Source: an optimization exercise on an open RTL-to-GDS flow (aim: small area, a short achievable clock period and few clock cycles per item). Production flows keep margins and buffers that such runs may drop.
The RTL was checked by simulation tests, not by an equivalence proof against the original design.

## flow/design.v (module list and top-level ports; edited modules follow where they fit)
// module mux_2to1: 8 lines
// module mux2to1: 8 lines
// module mux3to1: 15 lines
// module alu: 190 lines
// module combArbiter: 17 lines
// module encoder: 16 lines
// module zeroMSBCounter: 18 lines
// module fpu_add: 261 lines
// module fpu_mul: 181 lines
// module ROM: 12 lines
// module modifier: 10 lines
// module multiplier: 8 lines
// module register: 11 lines
// module adder: 15 lines
// module DU_reciprocal: 98 lines
// module CU_reciprocal: 210 lines
// module DUCU_reciprocal: 71 lines
// module inversion: 8 lines
// module LZD: 17 lines
// module exponent_update: 16 lines
// module shift_bit: 11 lines
// module top_reciprocal: 64 lines
// module fclass: 36 lines
// module comparator_1bit: 20 lines
// module comparator_8bit: 28 lines
// module comparator_23bit: 29 lines
// module comp_block: 49 lines
// module NaN_detect: 8 lines
// module flag_selector: 45 lines
// module fpu_comp: 41 lines
// module fpu_sign_inject: 15 lines
// module fpu_convert: 121 lines
// module final_select_fpu: 32 lines
// module fpu_top: 175 lines
// module final_select_ALPU: 31 lines
// module alu_fpu: 40 lines
module alu_fpu (
	input logic i_clk,
	input logic i_rst_n,
	input logic [31:0] i_operand_a,
	input logic [31:0] i_operand_b,
	input logic [31:0] i_rs1_f,
	input logic [31:0] i_rs2_f,
	input logic [31:0] i_rs3_f,
	input logic [31:0] instr_ex,	
	input logic [4:0] i_alu_op,
	output logic o_done,
	output logic [31:0] o_alu_fpu_data
);
  // ...
==> flow/run.sh <==
#!/bin/bash
# synth_recipe.tcl (not shown) runs the flow's synth.tcl, then flattens the netlist and writes it again
# the make line also repeats each setting of config.mk as NAME=value (left out here)
make -C /OpenROAD-flow-scripts/flow DESIGN_CONFIG=/design/flow/config.mk WORK_HOME=/design/flow/orfs CLKGATE_MAP_FILE= SYNTH_SCRIPT=/design/flow/synth_recipe.tcl finish
==> flow/config.mk <==
export PLATFORM = sky130hd
export DESIGN_NAME = alu_fpu
export DESIGN_NICKNAME = alu_fpu
export VERILOG_FILES = /design/flow/design.v
export SDC_FILE = /design/flow/constraint.sdc
export NUM_CORES = 8
export LEC_CHECK = 0
export CAP_MARGIN = 20
export CORE_MARGIN = 2
export CORE_UTILIZATION = 40
export SETUP_SLACK_MARGIN = 2
export SLEW_MARGIN = 20
export SYNTH_MEMORY_MAX_BITS = 16384
==> flow/constraint.sdc <==
create_clock -name core_clock -period 60.0 [get_ports {i_clk}]
set_input_delay 12.0000 -clock core_clock [delete_from_list [all_inputs] [get_ports {i_clk}]]
set_output_delay 12.0000 -clock core_clock [all_outputs]
set_load 0.01 [all_outputs]
Not shown: flow/511val.mem
==> qor.yml, run 1 <==
floorplanning:
  num_io_pins: 232
  well_tap_count: 3402
detailed_routing:
  vias_per_cell: 6.880
  first_pass_iters: 15
  initialDrtViolationCount: 21470
  wl_met1_um: 216200
worst_setup_path:
  worst_r2r_path_depth: 62
  cp_num_cells: 131
  cp.arrival_ns: 45.00
  reg2reg_slack_ns: 46.28
yosys:
  synth_mux_area_share_pct: 3.289
  synth_xor_area_share_pct: 2.568
  syn_inst: 15080
  yosysUniqueCellTypes: 135
  synthTopCellsByCount: "2126 x nand2_1, 1420 x inv_1, 1222 x nor2_1, 1004 x a21oi_1, 988 x clkbuf_1"
  synth_compound_area_share_pct: 29.89
  yosys.area_share.simple_pct: 25.05
global_route:
  met2_usage_pct: 58.38
  grt_pass1_vias: 116800
clock_tree:
  ctsHtreeMaxLevel: 3
  numCtsBuffers: 9
  cts_num_sinks: 78
final_layout:
  finish.instance_area_mm2: 0.1124
  seq_share_pct: 2.061
  buf_share_pct: 6.240
  final_layout_size_suffix_gt1_share_pct: 8.493
  utilization_pct: 43.41
placed_design:
  dp.cells: 18100
timing:
  fin_worst_skew_ns: 0.01083
  min_period_ns: 57.00
status:
  outcome: "timing/DRC/antenna clean"
Testbench counts, summed over its fixed seeds: cycles 44,055, ops 24,000.
==> module alu_fpu, before the edit <==
module alu_fpu (
	input logic i_clk,
	input logic i_rst_n,
	input logic [31:0] i_operand_a,
	input logic [31:0] i_operand_b,
	input logic [31:0] i_rs1_f,
	input logic [31:0] i_rs2_f,
	input logic [31:0] i_rs3_f,
	input logic [31:0] instr_ex,	
	input logic [4:0] i_alu_op,
	output logic o_done,
	output logic [31:0] o_alu_fpu_data
);
logic [31:0] alu_data;  
logic [31:0] fpu_data;  
alu alu_block (
	.i_operand_a		(i_operand_a),
	.i_operand_b		(i_operand_b),
	.i_alu_op			(i_alu_op[3:0]),
	.o_alu_data			(alu_data)
);
fpu_top fpu_block (
	.i_clk			(i_clk),
	.i_rst_n		(i_rst_n),
	.i_operand_a	(i_operand_a),
	.i_rs1_f		(i_rs1_f),
	.i_rs2_f		(i_rs2_f),	
	.i_rs3_f		(i_rs3_f),
	.instr_ex	(instr_ex),	
	.i_alu_op		(i_alu_op),
	.o_done			(o_done),	
	.o_fpu_data		(fpu_data)
);
final_select_ALPU	final_select_block (
	.i_alu_data		(alu_data), 
	.i_fpu_data		(fpu_data), 
	.i_alu_op		(i_alu_op),
	.o_result		(o_alu_fpu_data)
);
endmodule
==> run 2, diff against run 1 <==
==> flow/design.v (replaced) <==
module alu_fpu (
  input  logic        i_clk,
  input  logic        i_rst_n,
  input  logic [31:0] i_operand_a,
  input  logic [31:0] i_operand_b,
  input  logic [31:0] i_rs1_f,
  input  logic [31:0] i_rs2_f,
  input  logic [31:0] i_rs3_f,
  input  logic [31:0] instr_ex,
  input  logic [4:0]  i_alu_op,
  output logic        o_done,
  output logic [31:0] o_alu_fpu_data
);
  localparam logic [4:0] OP_FADD = 5'b01010, OP_FSUB = 5'b01011, OP_FMUL = 5'b01100,
                         OP_FDIV = 5'b01101, OP_FMADD = 5'b11110, OP_FMSUB = 5'b11111;
  logic [4:0] op;
  assign op = i_alu_op;
  logic is_div, is_fma, negate;
  assign is_div = (op == OP_FDIV);
  assign is_fma = (op == OP_FMADD) | (op == OP_FMSUB);
  assign negate = (instr_ex[6:3] == 4'b1001);    
  logic [2:0]  cnt;
  logic [23:0] R, T;
  logic        div_step, div_last;
  assign div_step = is_div & (cnt != 3'd6);
  assign div_last = (cnt == 3'd6);
  assign o_done   = div_last;
  always_ff @(posedge i_clk or negedge i_rst_n) begin
    if (!i_rst_n) cnt <= 3'd0;
    else          cnt <= div_step ? cnt + 3'd1 : 3'd0;
  end
  logic [23:0] rom [0:511];
  initial $readmemb("511val.mem", rom);
  logic [23:0] C;
  assign C = rom[i_rs2_f[22:14]];
  logic [23:0] modv, Xd;
  assign modv = {1'b1, i_rs2_f[22:14], ~i_rs2_f[13:5], 5'b00000};
  assign Xd   = {1'b1, i_rs2_f[22:0]};
  logic [7:0]  rexp;
  logic [22:0] rman;
  assign rexp = R[22] ? (8'd253 - i_rs2_f[30:23]) : (8'd254 - i_rs2_f[30:23]);
  assign rman = R[22] ? {R[21:0], 1'b0} : {R[20:0], 2'b00};
  logic [31:0] mx, my;
  assign mx = {i_rs1_f[31] ^ negate, i_rs1_f[30:0]};
  assign my = (is_div & div_last) ? {i_rs2_f[31], rexp, rman} : i_rs2_f;
  logic [23:0] ma, mb;
  logic [47:0] prod;
  always_comb begin
    if (div_step) begin
      ma = (cnt == 3'd0) ? C : (cnt[0] ? Xd : T);
      mb = (cnt == 3'd0) ? modv : R;
    end else begin
      ma = {|mx[30:23], mx[22:0]};
      mb = {|my[30:23], my[22:0]};
    end
  end
  assign prod = ma * mb;
  logic [1:0]  d3;
  logic [25:0] r3;
  assign d3 = ~prod[24:23];
  assign r3 = {2'b00, R} * d3;
  always_ff @(posedge i_clk) begin
    if (div_step) begin
      case (cnt)
        3'd0, 3'd2, 3'd4: R <= prod[46:23];
        3'd5:             R <= R + {22'b0, r3[24:23]};
        default:          T <= ~prod[46:23];
      endcase
    end
  end
  logic [31:0] mul_res;
  fp_mul_post u_mulp (.x(mx), .y(my), .prod(prod), .out(mul_res));
  logic [31:0] add_x, add_y, add_res;
  logic        add_sub;
  assign add_x   = is_fma ? mul_res : i_rs1_f;
  assign add_y   = is_fma ? i_rs3_f : i_rs2_f;
  assign add_sub = (op == OP_FSUB) | (op == OP_FMSUB);
  fp_add u_add (.x(add_x), .y(add_y), .sub(add_sub), .out(add_res));
  logic [31:0] misc_res;
  fp_misc u_misc (.op(op), .a(i_operand_a), .f1(i_rs1_f), .f2(i_rs2_f), .out(misc_res));
  logic [31:0] alu_res;
  int_alu u_alu (.op(op[3:0]), .a(i_operand_a), .b(i_operand_b), .out(alu_res));
  always_comb begin
    case (op)
      OP_FADD, OP_FSUB, OP_FMADD, OP_FMSUB: o_alu_fpu_data = add_res;
      OP_FMUL, OP_FDIV:                     o_alu_fpu_data = mul_res;
      5'b10001, 5'b10010, 5'b10011, 5'b10110, 5'b10111, 5'b11001, 5'b11010,
      5'b11000, 5'b10100, 5'b10101, 5'b11011, 5'b11100, 5'b11101:
                                            o_alu_fpu_data = misc_res;
      default:                              o_alu_fpu_data = alu_res;
    endcase
  end
endmodule
module lzc #(parameter N = 32, parameter W = 5) (
  input  logic [N-1:0] x,
  output logic [W-1:0] n
);
  always_comb begin
    n = '0;
    for (int i = 0; i < N; i++)
      if (x[i]) n = W'(N - 1 - i);
  end
endmodule
module fp_mul_post (
  input  logic [31:0] x,
  input  logic [31:0] y,
  input  logic [47:0] prod,
  output logic [31:0] out
);
  logic       xS, yS, xZ, yZ, xN, yN;
  logic [7:0] xE, yE, xExp, yExp;
  assign xS = x[31]; assign yS = y[31];
  assign xE = x[30:23]; assign yE = y[30:23];
  assign xExp = (xE == 8'd0) ? 8'd1 : xE;
  assign yExp = (yE == 8'd0) ? 8'd1 : yE;
  assign xZ = (x[30:0] == 31'd0);
  assign yZ = (y[30:0] == 31'd0);
  assign xN = (xE == 8'hFF) & (x[22:0] != 23'd0);
  assign yN = (yE == 8'hFF) & (y[22:0] != 23'd0);
  logic [5:0] nsa;
  lzc #(48, 6) u_lzc (.x(prod), .n(nsa));
  logic signed [9:0] E, Em1;
  logic              uf;
  assign E   = $signed({2'b00, xExp}) + $signed({2'b00, yExp}) - 10'sd126;
  assign Em1 = E - 10'sd1;
  assign uf  = Em1 < $signed({4'b0000, nsa});
  logic [47:0] Q;
  logic [9:0]  te;
  always_comb begin
    if (!uf) begin
      Q  = prod << nsa;
      te = E - $signed({4'b0000, nsa});
    end else begin
      Q  = Em1[9] ? (prod >> (-Em1)) : (prod << Em1);
      te = 10'd1;
    end
  end
  logic [23:0] nm;
  logic        rf, sticky;
  assign nm     = Q[47:24];
  assign sticky = (prod[21:0] != 22'd0) | Q[21];
  assign rf     = Q[23] & (nm[0] | Q[22] | sticky);
  logic [23:0] zM;
  logic [7:0]  zE;
  logic        big;
  assign big = (te >= 10'd255);
  always_comb begin
    zM = big ? 24'd0 : nm + {23'd0, rf};
    if (rf & (nm == 24'hFFFFFF))
      zE = (te == 10'd254 || te == 10'd255) ? 8'hFF : te[7:0] + 8'd1;
    else
      zE = (te == 10'd1 && !nm[23]) ? 8'd0 : (big ? 8'hFF : te[7:0]);
  end
  always_comb begin
    if (xN | yN)            out = 32'h7FC00000;
    else if (xE == 8'hFF)   out = yZ ? 32'h7FC00000 : {xS ^ yS, 8'hFF, 23'd0};
    else if (yE == 8'hFF)   out = xZ ? 32'h7FC00000 : {xS ^ yS, 8'hFF, 23'd0};
    else if (xZ | yZ)       out = {xS ^ yS, 31'd0};
    else                    out = {xS ^ yS, zE, zM[22:0]};
  end
endmodule
module fp_add (
  input  logic [31:0] x,
  input  logic [31:0] y,
  input  logic        sub,
  output logic [31:0] out
);
  logic        xS, yS, xH, yH, xZ, yZ, xN, yN;
  logic [7:0]  xE, yE, xExp, yExp;
  logic [23:0] xMant, yMant;
  assign xS = x[31]; assign yS = y[31] ^ sub;
  assign xE = x[30:23]; assign yE = y[30:23];
  assign xH = |xE; assign yH = |yE;
  assign xExp = xH ? xE : 8'd1;
  assign yExp = yH ? yE : 8'd1;
  assign xMant = {xH, x[22:0]};
  assign yMant = {yH, y[22:0]};
  assign xZ = (x[30:0] == 31'd0);
  assign yZ = (y[30:0] == 31'd0);
  assign xN = (xE == 8'hFF) & (x[22:0] != 23'd0);
  assign yN = (yE == 8'hFF) & (y[22:0] != 23'd0);
  logic [8:0] dxy;
  logic       ygt, swap;
  assign dxy  = {1'b0, xExp} - {1'b0, yExp};
  assign ygt  = dxy[8];
  assign swap = ygt | ((dxy == 9'd0) & (yMant > xMant));
  logic [7:0]  d, bigExp;
  logic [4:0]  dc;
  logic [23:0] bigMant, smallMant;
  logic        sumSign, effsub;
  assign d = ygt ? (8'd0 - dxy[7:0]) : dxy[7:0];
  assign dc = (d > 8'd26) ? 5'd26 : d[4:0];
  assign bigExp = ygt ? yExp : xExp;
  assign bigMant = swap ? yMant : xMant;
  assign smallMant = swap ? xMant : yMant;
  assign sumSign = swap ? yS : xS;
  assign effsub = xS ^ yS;
  logic [49:0] W;
  logic [26:0] smallA, bigA;
  assign W = {smallMant, 2'b00, 24'd0} >> dc;
  assign smallA = {W[49:24], |W[23:0]};
  assign bigA = {bigMant, 3'b000};
  logic [27:0] sum;
  assign sum = effsub ? ({1'b0, bigA} - {1'b0, smallA}) : ({1'b0, bigA} + {1'b0, smallA});
  logic       ovf;
  logic [4:0] lz, sa;
  assign ovf = sum[27];
  lzc #(27, 5) u_lzc (.x(sum[26:0]), .n(lz));
  assign sa = ({3'b000, lz} < bigExp) ? lz : 5'(bigExp - 8'd1);
  logic [25:0] shl;
  logic [23:0] nm;
  logic        g, r, s, rf;
  logic [7:0]  te;
  assign shl = sum[26:1] << sa;
  assign nm = ovf ? sum[27:4] : shl[25:2];
  assign g  = ovf ? sum[3] : (sa != 5'd0) ? ((sa > 5'd1) ? 1'b0 : sum[1]) : sum[2];
  assign r  = ovf ? sum[2] : (sa != 5'd0) ? 1'b0 : sum[1];
  assign s  = ovf ? (sum[1] | sum[0]) : sum[0];
  assign rf = g & (nm[0] | r | s);
  assign te = ovf ? bigExp + 8'd1 : bigExp - {3'b000, sa};
  logic [23:0] zM;
  logic [7:0]  zE;
  logic        zS;
  always_comb begin
    zM = (te == 8'hFF) ? 24'd0 : nm + {23'd0, rf};
    if (rf & (nm == 24'hFFFFFF))
      zE = (te >= 8'd254) ? 8'hFF : te + 8'd1;
    else
      zE = (te == 8'd1 && !nm[23]) ? 8'd0 : te;
    zS = (te == 8'd1 && nm == 24'd0) ? 1'b0 : sumSign;
  end
  always_comb begin
    if (xN | yN)             out = 32'h7FC00000;
    else if (xE == 8'hFF)    out = ((yE == 8'hFF) && (xS != yS)) ? 32'hFFC00000 : {xS, 8'hFF, 23'd0};
    else if (yE == 8'hFF)    out = {yS, 8'hFF, 23'd0};
    else if (xZ & yZ)        out = {xS & yS, 31'd0};
    else if (xZ)             out = {yS, y[30:0]};
    else if (yZ)             out = {xS, x[30:0]};
    else                     out = {zS, zE, zM[22:0]};
  end
endmodule
module fp_misc (
  input  logic [4:0]  op,
  input  logic [31:0] a,
  input  logic [31:0] f1,
  input  logic [31:0] f2,
  output logic [31:0] out
);
  logic       s1, s2;
  logic [7:0] e1;
  logic [22:0] m1;
  assign s1 = f1[31]; assign s2 = f2[31];
  assign e1 = f1[30:23]; assign m1 = f1[22:0];
  logic z1, sub1, inf1, nan1;
  logic [9:0] cls;
  assign z1   = (e1 == 8'd0) & (m1 == 23'd0);
  assign sub1 = (e1 == 8'd0) & (m1 != 23'd0);
  assign inf1 = (e1 == 8'hFF) & (m1 == 23'd0);
  assign nan1 = (e1 == 8'hFF) & (m1 != 23'd0);
  assign cls = {nan1 & m1[22], nan1 & ~m1[22], ~s1 & inf1, ~s1 & ~inf1 & ~nan1 & ~z1 & ~sub1,
                ~s1 & sub1, ~s1 & z1, s1 & z1, s1 & sub1, s1 & ~inf1 & ~nan1 & ~z1 & ~sub1, s1 & inf1};
  logic eq, mgt, mlt, gt, lt, nan2;
  assign eq  = (f1 == f2);
  assign mgt = f1[30:0] > f2[30:0];
  assign mlt = f1[30:0] < f2[30:0];
  assign gt  = (~s1 & s2) | ((s1 == s2) & mgt);
  assign lt  = (s1 & ~s2) | ((s1 == s2) & mlt);
  assign nan2 = nan1 | ((f2[30:23] == 8'hFF) & (f2[22:0] != 23'd0));
  logic        isgn;
  logic [31:0] iabs, ishl;
  logic [4:0]  ilz;
  logic [7:0]  iexp;
  assign isgn = (op == 5'b11001) & a[31];
  assign iabs = isgn ? (32'd0 - a) : a;
  lzc #(32, 5) u_ilz (.x(iabs), .n(ilz));
  assign ishl = iabs << ilz;
  assign iexp = 8'd158 - {3'b000, ilz};
  logic [31:0] fsh, f2i_w, f2i_wu;
  logic [4:0]  famt;
  assign famt = 5'(8'd158 - e1);              
  assign fsh = {1'b1, m1, 8'd0} >> famt;
  always_comb begin
    if (nan1)                 f2i_w = 32'h7FFFFFFF;
    else if (e1 >= 8'd158)    f2i_w = s1 ? 32'h80000000 : 32'h7FFFFFFF;
    else if (e1 < 8'd127)     f2i_w = 32'd0;
    else                      f2i_w = s1 ? (32'd0 - fsh) : fsh;
    if (nan1)                 f2i_wu = 32'hFFFFFFFF;
    else if (e1 >= 8'd159)    f2i_wu = s1 ? 32'd0 : 32'hFFFFFFFF;
    else if (e1 < 8'd127)     f2i_wu = 32'd0;
    else                      f2i_wu = s1 ? 32'd0 : fsh;
  end
  always_comb begin
    case (op)
      5'b10001: out = {s2, f1[30:0]};
      5'b10010: out = {~s2, f1[30:0]};
      5'b10011: out = {s1 ^ s2, f1[30:0]};
      5'b10110: out = f2i_w;
      5'b10111: out = f2i_wu;
      5'b11001, 5'b11010: out = (iabs == 32'd0) ? 32'd0 : {isgn, iexp, ishl[30:8]};
      5'b11000: out = {22'd0, cls};
      5'b10100: out = lt ? f1 : f2;
      5'b10101: out = gt ? f1 : f2;
      5'b11011: out = {31'd0, ~nan2 & (lt | eq)};
      5'b11100: out = {31'd0, ~nan2 & lt};
      5'b11101: out = {31'd0, ~nan2 & eq};
      default:  out = 32'd0;
    endcase
  end
endmodule
module int_alu (
  input  logic [3:0]  op,
  input  logic [31:0] a,
  input  logic [31:0] b,
  output logic [31:0] out
);
  logic        sub, big;
  logic [31:0] sum, shr, shl;
  logic [4:0]  sh;
  assign sub = (op == 4'd1) | (op == 4'd2) | (op == 4'd3);
  assign sum = a + (b ^ {32{sub}}) + {31'd0, sub};
  assign big = |b[31:5];
  assign sh  = b[4:0];
  assign shl = a << sh;
  assign shr = 32'($signed({(op == 4'd9) & a[31], a}) >>> sh);
  always_comb begin
    case (op)
      4'd0, 4'd1, 4'd14: out = sum;
      4'd2:  out = {31'd0, (a[31] != b[31]) ? a[31] : sum[31]};
      4'd3:  out = {31'd0, (a[31] != b[31]) ? b[31] : sum[31]};
      4'd4:  out = a ^ b;
      4'd5:  out = a | b;
      4'd6:  out = a & b;
      4'd7:  out = big ? 32'd0 : shl;
      4'd8, 4'd9: out = big ? 32'd0 : shr;
      4'd15: out = b;
      default: out = 32'd0;
    endcase
  end
endmodule
--- a/flow/config.mk
+++ b/flow/config.mk
@@ -5,6 +5,7 @@
 export SDC_FILE = /design/flow/constraint.sdc
 export NUM_CORES = 8
 export LEC_CHECK = 0
+export ABC_AREA = 1
 export CAP_MARGIN = 20
 export CORE_MARGIN = 2
 export CORE_UTILIZATION = 40
==> run 2 against run 1 <==
Clock skew down 0.00085 ns. Maximum frequency increased by 0.30%. Cell count fell by 21%.
==> qor.yml, run 2 <==
yosys:
  synth_warnings: 8  # was 24
  syn_area_mm2: 0.07024  # was 0.1040 mm^2
  yosysUniqueCellTypes: 116  # was 135
  synth_top_area_share_pct: 15.51  # was 18.80%
  synthTopCellsByArea: "nand2_1 16%, fa_1 14%, ha_1 8.9%, o21ai_0 7.8%, inv_1 7.8%"  # was fa_1 19%, ha_1 8.6%, nand2_1 7.7%, inv_1 5.1%, a21oi_1 4.8%
  syn_area_per_cell_um2: 5.926  # was 6.900 um^2
  syn_inst: 11850  # was 15080
  synth_edf_count: 48  # was 73
  async_reset_ff_share_pct: 5.882  # was 6.410%
  seq_area_frac_synth_pct: 2.159  # was 2.228%
  synthMostInstantiatedCell: "nand2_1"  # unchanged
  synthesis.nets: 13040  # was 16960
  synthTopCellsByCount: "2903 x nand2_1, 1464 x inv_1, 1100 x o21ai_0, 1047 x nor2_1, 1007 x nand3_1"  # was 2126 x nand2_1, 1420 x inv_1, 1222 x nor2_1, 1004 x a21oi_1, 988 x clkbuf_1
  synthFlopType: "edfxtp_1"  # unchanged
  yosysTopAreaCell: "nand2_1"  # was fa_1
  synth-seq-cells: 51  # was 78
worst_setup_path:
  regToRegEndpoint: "R[23]$_DFFE_PP_"
  slowest_delay_ns: 0.73  # was 0.65 ns
  reg2reg_slack_ns: 43.47  # was 46.28 ns
  worst_r2r_path_depth: 68  # was 62
  start_kind: "input port"  # unchanged
  path_buf_inv: 29  # was 25
  required_ns: 48.00  # about the same
  path_common_cell: "nand2_1"  # was buf_4
  critPathMaxFanout: 51  # was 26
  r2r_start: "cnt[0]$_DFF_PN0_"
  worstSetupPathType: "input port to output pin"  # unchanged
  cp_slowest_cell: "o21ai_1"  # was a222oi_1
  cp.arrival_ns: 44.83  # was 45.00 ns
  cp-end-kind: "output pin"  # unchanged
  crit_family: "simple AND/OR/NAND/NOR gates"  # unchanged
final_layout:
  area_growth_pct: 9.400  # was 8.102%
  n_fill_cell: 18810  # was 27360
  nets: 13170  # was 16650
  layout_commonest_cell: "nand2_1"  # unchanged
  final_cell_mix: "2899 x nand2_1, 1460 x inv_1, 1085 x o21ai_0"  # was 2119 x nand2_1, 1411 x inv_1, 1191 x nor2_1
  seqCellArea_mm2: 0.001516  # was 0.002317 mm^2
  largestRegisters: "R (24), T (24), cnt (3)"
  final_layout_size_suffix_gt1_share_pct: 10.77  # was 8.493%
  multi_input_area_mm2: 0.05988  # was 0.09308 mm^2
detailed_routing:
  drc: 0  # unchanged
  wl_met3_um: 56680  # was 74120 um
  drt-wirelength-per-cell_um: 30.98  # was 30.84 um
  antenna_left: 0  # unchanged
  routed.top_layer: "met5"  # unchanged
  first_pass_iters: 9  # was 15
  vias_per_cell: 6.397  # was 6.880
  met2_length_um: 178700  # was 224900 um
  wl_met1_um: 164300  # was 216200 um
  wl_um: 444500  # was 560800 um
  vias: 91790  # was 125100
  initialDrtViolationCount: 13450  # was 21470
clock_tree:
  clockBufferDepth: 2  # unchanged
  cts_tree: "yes"  # unchanged
  numCtsBuffers: 5  # was 9
  root_buffer: "clkbuf_16"  # unchanged
  clk_pin_slew_worst_paths_ns: 0.07  # was 0.05 ns
  cts_num_sinks: 51  # was 78
  ctsHtreeMaxLevel: 2  # was 3
  cts_hold_buf: 0  # unchanged
  clkLatencyLatePin_ns: 0.30  # was 0.34 ns
timing:
  fin_tns_setup_ns: 0  # unchanged
  hold_viol: 0  # unchanged
  finalMaxSlewViolations: 0  # unchanged
  fmax_mhz: 17.60  # was 17.54 MHz
  min_period_ns: 56.83  # was 57.00 ns
  worst_slack_ns: 3.173  # was 3.002 ns
  finalCritPeriodShare_pct: 94.71  # was 95.00%
  rsz0062_at_grt: "false"  # unchanged
  fin_worst_skew_ns: 0.009977  # was 0.01083 ns
  finalSetupViolCount: 0  # unchanged
  maxSlewHeadroom_pct: 11.34  # was 16.76%
  tightest_slew_ns: 1.322  # was 1.214 ns
placed_design:
  pre_cts_ws_ns: 4.197  # was 0.6958 ns
  place_hpwl_um: 351100  # was 420900 um
  port-buffer-count: 203  # unchanged
  place_congestion: 1.156  # was 1.135
status:
  outcome: "timing/DRC/antenna clean"  # unchanged
global_route:
  grt_max_degree: 94  # was 139
  grt_use_total_pct: 47.67  # was 40.78%
  grt_pass1_vias: 86110  # was 116800
  grt_first_pass_wirelength_um: 622900  # was 814300 um
  gr-total-overflow: 0  # unchanged
  antenna_found_initial: 60  # was 37
floorplanning:
  die_w_um: 423.1  # was 514.0 um
  rows: 153  # was 187
  initial_core_util_pct: 40.32  # was 40.16%
  die_h_um: 423.1  # was 514.0 um
  num_io_pins: 232  # unchanged
  fp.dieArea_mm2: 0.1790  # was 0.2641 mm^2
  core_mm2: 0.1742  # was 0.2590 mm^2
worst_hold_path:
  whs_path_depth: 2  # was 1
  min-delay-start: "cnt[2]$_DFF_PN0_"
  whs_endpoint: "cnt[2]$_DFF_PN0_"
  min_path_type: "flip-flop to flip-flop"  # unchanged
job:
  maxCapViolCount: 0  # unchanged
-- run 2: metrics by stage --
| stage | utilization [%] | instances | hold WS, ns | cell area [um^2] |
|---|---|---|---|---|
| 6_report | 44.11 | 14350 | 0.7121 | 76840 |
| 3_3_place_gp | 43.89 | 14300 | 0.6839 | 76470 |
| 2_1_floorplan | - | 11850 | 0.6588 | 70240 |
| 5_1_grt | 44.08 | 14330 | 0.7402 | 76790 |
| 4_1_cts | 43.99 | 14310 | 0.7129 | 76620 |
| 3_5_place_dp | 43.90 | 14300 | 0.7038 | 76470 |
-- run 2: logic make-up after synthesis --
kind of cell	Yosys count	share of synthesized area [%]
compound gates	2631	22.16
flops	51	2.159
buf+inv	2232	13.27
xor+xnor	200	2.814
simple gates	5699	36.02
mux	53	0.7553
fa+ha+maj	988	22.83
-- run 2: final cells by class --
type                    instances  share of cell area, %
diodes                         43                 0.1400
clock buffers                   5                 0.1628
clock inverters                 3                0.03582
inverters                    1601                  7.913
multi-input cells            9571                  77.92
flip-flops and latches         51                  1.973
well taps                    2325                  3.786
repair buffers                751                  8.070
-- run 2: per-layer routing --
metal  vias to the layer above  track usage (%)
met5                         -           0.7796
li1                      39550                -
met4                        44            37.94
met2                      7057            68.70
met1                     43370            58.91
met3                      1771            13.94
-- run 2: worst register-to-register path, delay by kind of cell, from the launching register on --
family	cells	cell delay, ns
compound gates	12	2.50
xor+xnor	4	1.44
fa+ha+maj	11	4.40
buf+inv	17	3.11
flops	1	0.38
simple gates	24	4.43
-- run 2: what timing repair did --
action                     in CTS  in global routing
setup endpoints to repair       0                 32
resized for setup               0                 16
setup buffers                   0                  0
-- run 2: worst max-delay path by stage --
stage	from	endpoint	slack, ns	depth (start not counted)
6_report	i_rs2_f[14]	o_alu_fpu_data[17]	3.17	161
5_1_grt	i_rs2_f[14]	o_alu_fpu_data[15]	2.01	163
3_5_place_dp	i_rs2_f[14]	o_alu_fpu_data[15]	4.20	174
4_1_cts	i_rs2_f[14]	o_alu_fpu_data[15]	4.06	174
3_3_place_gp	i_rs2_f[15]	o_alu_fpu_data[15]	4.47	166
2_1_floorplan	i_rs2_f[17]	o_alu_fpu_data[26]	11.12	165
Testbench counts of run 2, summed over its fixed seeds: cycles 29,730, ops 24,000.

## separate check: timing with driven ports
How much do the figures lean on ideal ports? The routed layouts below were timed once more, with nothing changed but the port constraints. Step 1: set_driving_cell puts a clkbuf_16 on i_clk and a buf_2 on each other input, an assumption about the parent block. Step 2 times the ports against the registers' clock, not the clock port: input delays grow and output delays shrink by t, the midpoint of the rising clock arrivals with the driver on. a / b / c = ideal ports / drivers / drivers and shift; a / b = the first two.
| run | t, ns | setup WS [ns] | worst hold slack (ns) | worst data-port slew with drivers (ns) |
|---|---|---|---|---|
| run 1 | 0.389 | 3.002 / 2.972 / 2.972 | 0.589 / 0.589 / 0.589 | 0.33 |
| run 2 | 0.371 | 3.173 / 3.153 / 3.153 | 0.712 / 0.712 / 0.712 | 0.26 |
After both steps setup and hold are still met in every run listed. For run 1, which loses most, drivers alone change the setup slack by -0.030 ns; drivers and shift together by -0.030 ns.
